Context: an optimization exercise on an open-source flow, tuned for small area and a short achievable clock period. The choices shown serve that exercise and are no tape-out recipe.
At most, simulation tests tie the RTL to the original design; equivalence was not proved.
Power is estimated from default activity; no workload was simulated.

## v12
// mac_demo
module mac_demo(input clk, input reset, input ena,
                input signed [15:0] k, input signed [15:0] x,
                output signed [31:0] acc_out);
==> flow/config.mk <==
export PLATFORM = sky130hd
export DESIGN_NAME = mac_demo
export DESIGN_NICKNAME = mac_demo
export VERILOG_FILES = /design/flow/design.v
export SDC_FILE = /design/flow/constraint.sdc
export NUM_CORES = 4
export LEC_CHECK = 0
export ABC_AREA = 1
export CAP_MARGIN = 20
export CORE_MARGIN = 2
export CORE_UTILIZATION = 40
export SETUP_SLACK_MARGIN = 1.0
export SLEW_MARGIN = 20
export SYNTH_HIERARCHICAL = 1
export SYNTH_MINIMUM_KEEP_SIZE = 0
==> flow/constraint.sdc <==
create_clock -name core_clock -period 7.0 [get_ports {clk}]
set_input_delay 1.4000 -clock core_clock [delete_from_list [all_inputs] [get_ports {clk}]]
set_output_delay 1.4000 -clock core_clock [all_outputs]
set_load 0.01 [all_outputs]
run.sh (not shown) runs the stock make flow with config.mk's settings and CLKGATE_MAP_FILE= SYNTH_SCRIPT=/design/flow/synth_recipe.tcl, a recipe that flattens the netlist after the stock synthesis.
v12: no failed stages, no open violations at the end
Modified inputs, v24 compared to v12
--- a/flow/config.mk
+++ b/flow/config.mk
@@ -10,5 +10,5 @@
 export CORE_MARGIN = 2
 export CORE_UTILIZATION = 40
-export SETUP_SLACK_MARGIN = 1.0
+export SETUP_SLACK_MARGIN = 3.5
 export SLEW_MARGIN = 20
 export SYNTH_HIERARCHICAL = 1
Results
Compared v12 against v24; cell count after placement within noise.
Looking at portion of total power attributed to the clock network, v24 sits 2.6 points lower than v12 does.
Against v12, the final cell area of v24 is higher.
In v24, global-route usage is higher than in v12.
Diff v12 -> v24: final core utilization moved up; fraction of layout instances using a drive strength above 1 grew by 46 points; number of buffer and inverter stages on the critical path now smaller.

---

mac_demo, a different RTL version from the one above (not shown whole).
Size: ~860 cells after synthesis, roughly 60 flip-flops, ~67 I/O pins, roughly 8200 sq um of cells after synthesis.
## mac_demo
module mac_demo(input clk, input reset, input ena,
                input signed [15:0] k, input signed [15:0] x,
                output signed [31:0] acc_out);
clock: 7.0 ns
lec_check: 0
abc_area: 1
cap_margin: 20
core_margin: 2
core_utilization: 40
cts_buf_list: sky130_fd_sc_hd__clkbuf_4 sky130_fd_sc_hd__clkbuf_8
setup_slack_margin: 2.7
slew_margin: 20
synth_hierarchical: 1
synth_minimum_keep_size: 0
standard.sh (not shown) runs the stock make flow with config.mk's settings and CLKGATE_MAP_FILE= SYNTH_SCRIPT=/design/flow/synth_recipe.tcl, a recipe that flattens the netlist after the stock synthesis.
==> flow/flow/run.sh <==
#!/bin/bash
# The standard layout (the standard.sh, unchanged synthesis), except that
# the port buffers are plain buffers and the clock-delay buffer cells are not
# used anywhere. The make output goes to standard.log; ORFS keeps each step's
# log under orfs/logs/.
set -uo pipefail
export BUFFER_PORTS_ARGS="-buffer_cell sky130_fd_sc_hd__buf_2"
export DONT_USE_CELLS="sky130_fd_sc_hd__clkdlybuf4s15_1 sky130_fd_sc_hd__clkdlybuf4s15_2 sky130_fd_sc_hd__clkdlybuf4s18_1 sky130_fd_sc_hd__clkdlybuf4s18_2 sky130_fd_sc_hd__clkdlybuf4s25_1 sky130_fd_sc_hd__clkdlybuf4s25_2 sky130_fd_sc_hd__clkdlybuf4s50_1 sky130_fd_sc_hd__clkdlybuf4s50_2"
bash standard.sh > standard.log 2>&1
The first run passed the timing, design-rule and antenna checks.
Change:
- SETUP_SLACK_MARGIN: 2.7 -> 3.1
Non-clock buffer count increases by 86; power increases by 28%; die area is unchanged; sequential share of layout area is lower by 3.3 points.
No run of this note included a check of the RTL's function; only the layout flow was run.

---

Another version of the RTL of mac_demo (not shown whole).
For scale: ~1,300 cells after synthesis, ~55 flip-flops, ~67 I/O pins, about 0.0095 mm^2 of cells after synthesis.
clock: 7.0 ns
lec_check: 0
abc_area: 1
cap_margin: 20
core_margin: 2
core_utilization: 40
slew_margin: 20
run.sh (not shown) runs the stock make flow with config.mk's settings and CLKGATE_MAP_FILE= SYNTH_SCRIPT=/design/flow/synth_recipe.tcl, a recipe that flattens the netlist after the stock synthesis.
Stock flow here: none of the scripts above is used.
Edit:
- SETUP_SLACK_MARGIN: not set -> 1.0
Result: Sequential power stays flat; register-to-register slack stays flat; area after synthesis does not change; core utilization rose by 0.57 points; non-clock buffer count goes up by 3.
No run of this note included a check of the RTL's function; only the layout flow was run.

---

== indigo ==
Another version of the RTL of mac_demo (not shown whole).
Size in the first run: roughly 870 cells after synthesis, ~61 flip-flops, ~67 I/O pins, about 8100 sq um of cells after synthesis.
export LEC_CHECK = 0
export ABC_AREA = 1
export CAP_MARGIN = 20
export CORE_MARGIN = 2
export CORE_UTILIZATION = 40
export CTS_BUF_LIST = sky130_fd_sc_hd__clkbuf_8
export CTS_CLUSTER_SIZE = 15
export SETUP_SLACK_MARGIN = 2.6
export SLEW_MARGIN = 20
export SYNTH_HIERARCHICAL = 1
export SYNTH_MINIMUM_KEEP_SIZE = 0
create_clock -name core_clock -period 7.0 [get_ports {clk}]
standard.sh (not shown) runs the stock make flow with config.mk's settings and CLKGATE_MAP_FILE= SYNTH_SCRIPT=/design/flow/synth_recipe.tcl, a recipe that flattens the netlist after the stock synthesis.
Scripts as last shown in full above: flow/flow/run.sh
indigo reached the end of the flow, and the finished layout is clean on the timing, design-rule and antenna checks.
Changes in pepper relative to indigo:
==> flow/flow/run.sh <==
#!/bin/bash
# The standard layout (the standard.sh and its synthesis script), with:
# - plain buffers (buf_2) as the port buffers, and the clock-delay buffer
#   cells not used anywhere;
# - ABC's area mapping script replaced by a copy that maps with "amap"
#   after "dch -f", without ABC's buffering and upsizing (ORFS's scripts
#   are copied here; only that file differs).
# The make output goes to standard.log; ORFS keeps each step's log under
# orfs/logs/.
set -uo pipefail
rm -rf myscripts
cp -r "$FLOW_HOME/scripts" myscripts
printf 'strash\ndch -f\namap\ntopo\ndnsize -c\n' > myscripts/abc_area.script
export SCRIPTS_DIR="$PWD/myscripts"
export BUFFER_PORTS_ARGS="-buffer_cell sky130_fd_sc_hd__buf_2"
export DONT_USE_CELLS="sky130_fd_sc_hd__clkdlybuf4s15_1 sky130_fd_sc_hd__clkdlybuf4s15_2 sky130_fd_sc_hd__clkdlybuf4s18_1 sky130_fd_sc_hd__clkdlybuf4s18_2 sky130_fd_sc_hd__clkdlybuf4s25_1 sky130_fd_sc_hd__clkdlybuf4s25_2 sky130_fd_sc_hd__clkdlybuf4s50_1 sky130_fd_sc_hd__clkdlybuf4s50_2"
bash standard.sh > standard.log 2>&1
diff --git a/flow/config.mk b/flow/config.mk
--- a/flow/config.mk
+++ b/flow/config.mk
@@ -10,6 +10,5 @@
 export CORE_MARGIN = 2
 export CORE_UTILIZATION = 40
-export CTS_BUF_LIST = sky130_fd_sc_hd__clkbuf_8
-export CTS_CLUSTER_SIZE = 15
+export CTS_BUF_LIST = sky130_fd_sc_hd__clkbuf_4 sky130_fd_sc_hd__clkbuf_8
 export SETUP_SLACK_MARGIN = 2.6
 export SLEW_MARGIN = 20
## What came out
In pepper, the critical path depth came out 2 above the value in indigo. Total non-filler cell area in the finished layout, pepper and indigo: higher on pepper. indigo and pepper ended up with roughly the same clock transition at the registers of the reported paths. In pepper, clock network power share is higher than in indigo. Comparing area of the die for pepper and indigo, the bigger number came from indigo. From indigo to pepper, number of failing hold endpoints at the final stage did not move at all. Going from indigo to pepper, flip-flop and latch share of the layout cell area lost 0.51 points; via count picked up an extra about 16%; share of the clock period used by the worst path picked up an extra 4.9 points. In the metrics for pepper and indigo, the one carrying the higher final cell count is indigo.
Modified inputs, cedar compared to pepper
==> flow/flow/run.sh <==
#!/bin/bash
# The standard layout (the standard.sh, unchanged synthesis), except that
# the port buffers are plain buffers and the clock-delay buffer cells are not
# used anywhere. The make output goes to standard.log; ORFS keeps each step's
# log under orfs/logs/.
set -uo pipefail
export BUFFER_PORTS_ARGS="-buffer_cell sky130_fd_sc_hd__buf_2"
export DONT_USE_CELLS="sky130_fd_sc_hd__clkdlybuf4s15_1 sky130_fd_sc_hd__clkdlybuf4s15_2 sky130_fd_sc_hd__clkdlybuf4s18_1 sky130_fd_sc_hd__clkdlybuf4s18_2 sky130_fd_sc_hd__clkdlybuf4s25_1 sky130_fd_sc_hd__clkdlybuf4s25_2 sky130_fd_sc_hd__clkdlybuf4s50_1 sky130_fd_sc_hd__clkdlybuf4s50_2"
bash standard.sh > standard.log 2>&1
diff --git a/flow/config.mk b/flow/config.mk
--- a/flow/config.mk
+++ b/flow/config.mk
@@ -9,5 +9,5 @@
 export CAP_MARGIN = 20
 export CORE_MARGIN = 2
-export CORE_UTILIZATION = 40
+export CORE_UTILIZATION = 30
 export CTS_BUF_LIST = sky130_fd_sc_hd__clkbuf_4 sky130_fd_sc_hd__clkbuf_8
 export SETUP_SLACK_MARGIN = 2.6
==> run summary <==
cedar finished all stages; the layout is clean. In cedar, the final core area utilization came out 17 points below the value in pepper. Compared with pepper, cedar ends up with a smaller final cell area. On chip height, the lower figure sits with pepper, not cedar. Summary of cedar over pepper: smallest hold slack went down, relative contribution of the clock network to total power went up 1.0 points. cedar vs pepper on non-clock buffer instance count of the final layout: cedar is the lower one. cedar ended up with a lower total power than pepper did. Comparing pepper and cedar, overall routed net length is higher on pepper. Run comparison: cedar highest routed metal layer met5; pepper highest routed metal layer met4. Count of multi-input combinational gates (cedar over pepper): increase, about 3%.
Changes in harbor relative to cedar:
diff --git a/flow/flow/run.sh b/flow/flow/run.sh
--- a/flow/flow/run.sh
+++ b/flow/flow/run.sh
@@ -7,3 +7,4 @@
 export BUFFER_PORTS_ARGS="-buffer_cell sky130_fd_sc_hd__buf_2"
 export DONT_USE_CELLS="sky130_fd_sc_hd__clkdlybuf4s15_1 sky130_fd_sc_hd__clkdlybuf4s15_2 sky130_fd_sc_hd__clkdlybuf4s18_1 sky130_fd_sc_hd__clkdlybuf4s18_2 sky130_fd_sc_hd__clkdlybuf4s25_1 sky130_fd_sc_hd__clkdlybuf4s25_2 sky130_fd_sc_hd__clkdlybuf4s50_1 sky130_fd_sc_hd__clkdlybuf4s50_2"
+export SETUP_MOVE_SEQUENCE="unbuffer,sizeup,swap"
 bash standard.sh > standard.log 2>&1
diff --git a/flow/config.mk b/flow/config.mk
--- a/flow/config.mk
+++ b/flow/config.mk
@@ -9,7 +9,7 @@
 export CAP_MARGIN = 20
 export CORE_MARGIN = 2
-export CORE_UTILIZATION = 30
+export CORE_UTILIZATION = 40
 export CTS_BUF_LIST = sky130_fd_sc_hd__clkbuf_4 sky130_fd_sc_hd__clkbuf_8
-export SETUP_SLACK_MARGIN = 2.6
+export SETUP_SLACK_MARGIN = 2.9
 export SLEW_MARGIN = 20
 export SYNTH_HIERARCHICAL = 1
Results
Comparing count of cell instances traversed by the critical path for harbor and cedar, the smaller number came from harbor.
met2 routing resource usage after global routing up 11 points in harbor wrt cedar
Summary: with cedar as the reference, sum of met3 wire segment lengths after detailed routing in harbor moved down by more than a quarter.
Area overhead of the layout relative to synthesis ended up 5.8 points higher on harbor than on cedar.
In harbor the height of the die turned out 13% lower than in cedar.
Total power: harbor above cedar
Here is what was changed in the inputs of amber compared with harbor.
==> flow/flow/run.sh <==
#!/bin/bash
# The standard layout (the standard.sh and its synthesis script), with:
# - plain buffers (buf_2) as the port buffers, and the clock-delay buffer
#   cells not used anywhere;
# - ABC's area mapping script replaced by a copy that maps as ORFS does
#   without ABC's own buffering and upsizing, which the layout's repair does
#   instead (ORFS's scripts are copied here; only that file differs).
# The make output goes to standard.log; ORFS keeps each step's log under
# orfs/logs/.
set -uo pipefail
rm -rf myscripts
cp -r "$FLOW_HOME/scripts" myscripts
printf 'strash\ndch\nmap -B 0.9\ntopo\ndnsize -c\n' > myscripts/abc_area.script
export SCRIPTS_DIR="$PWD/myscripts"
export BUFFER_PORTS_ARGS="-buffer_cell sky130_fd_sc_hd__buf_2"
export DONT_USE_CELLS="sky130_fd_sc_hd__clkdlybuf4s15_1 sky130_fd_sc_hd__clkdlybuf4s15_2 sky130_fd_sc_hd__clkdlybuf4s18_1 sky130_fd_sc_hd__clkdlybuf4s18_2 sky130_fd_sc_hd__clkdlybuf4s25_1 sky130_fd_sc_hd__clkdlybuf4s25_2 sky130_fd_sc_hd__clkdlybuf4s50_1 sky130_fd_sc_hd__clkdlybuf4s50_2"
bash standard.sh > standard.log 2>&1
diff --git a/flow/config.mk b/flow/config.mk
--- a/flow/config.mk
+++ b/flow/config.mk
@@ -11,5 +11,5 @@
 export CORE_UTILIZATION = 40
 export CTS_BUF_LIST = sky130_fd_sc_hd__clkbuf_4 sky130_fd_sc_hd__clkbuf_8
-export SETUP_SLACK_MARGIN = 2.9
+export SETUP_SLACK_MARGIN = 2.6
 export SLEW_MARGIN = 20
 export SYNTH_HIERARCHICAL = 1
## What came out
Final-layout fill cell count, amber vs harbor: down by a few percent
First-pass GRT wire length on amber is ahead of harbor.
Per the comparison of amber with harbor, depth of the critical timing path with buffers and inverters included shows an increase of 1, peak ir drop on the vdd network now sits lower, final standard cell utilization of the core dropped 0.30 points.

[afterwards: timing with drivers on the ports]
How much do the figures lean on ideal ports? The routed layouts below were timed once more, with nothing changed but the port constraints.
Step 1: set_driving_cell puts a clkbuf_16 on clk and a buf_2 on each other input, an assumption about the parent block.
Step 2 adds t to the input delays and takes it off the output delays; t is the mean of the earliest and latest rising clock arrival at the registers after step 1. Input paths then give back, and output paths get back, about the clock's delay inside the block.
a / b / c = ideal / step 1 / step 2; a / b = the first two.
run | shift t [ns] | setup slack, ns | worst setup path at the end
v12 | 0.379 | 1.611 / 1.629 / 1.251 | input to register
v24 | 0.403 | 2.386 / 2.398 / 1.996 | input to register
the first run of note 2 | 0.407 | 2.740 / 2.741 / 2.334 | input to register
the second run of note 2 | 0.415 | 2.989 / 2.953 / 2.574 | input to register
the first run of note 3 | 0.335 | 0.882 / 0.903 / 0.568 | input to register
the second run of note 3 | 0.335 | 1.189 / 1.208 / 0.874 | input to register
indigo | 0.406 | 2.774 / 2.762 / 2.391 | input to register
pepper | 0.415 | 2.431 / 2.391 / 2.135 | input to register
cedar | 0.404 | 2.703 / 2.699 / 2.295 | input to register
harbor | 0.408 | 2.934 / 2.909 / 2.522 | input to register
amber | 0.413 | 2.713 / 2.728 / 2.316 | input to register
After both steps every run listed still meets setup and hold. For the second run of note 2, which loses most, drivers alone change the setup slack by -0.036 ns; drivers and shift together by -0.415 ns.
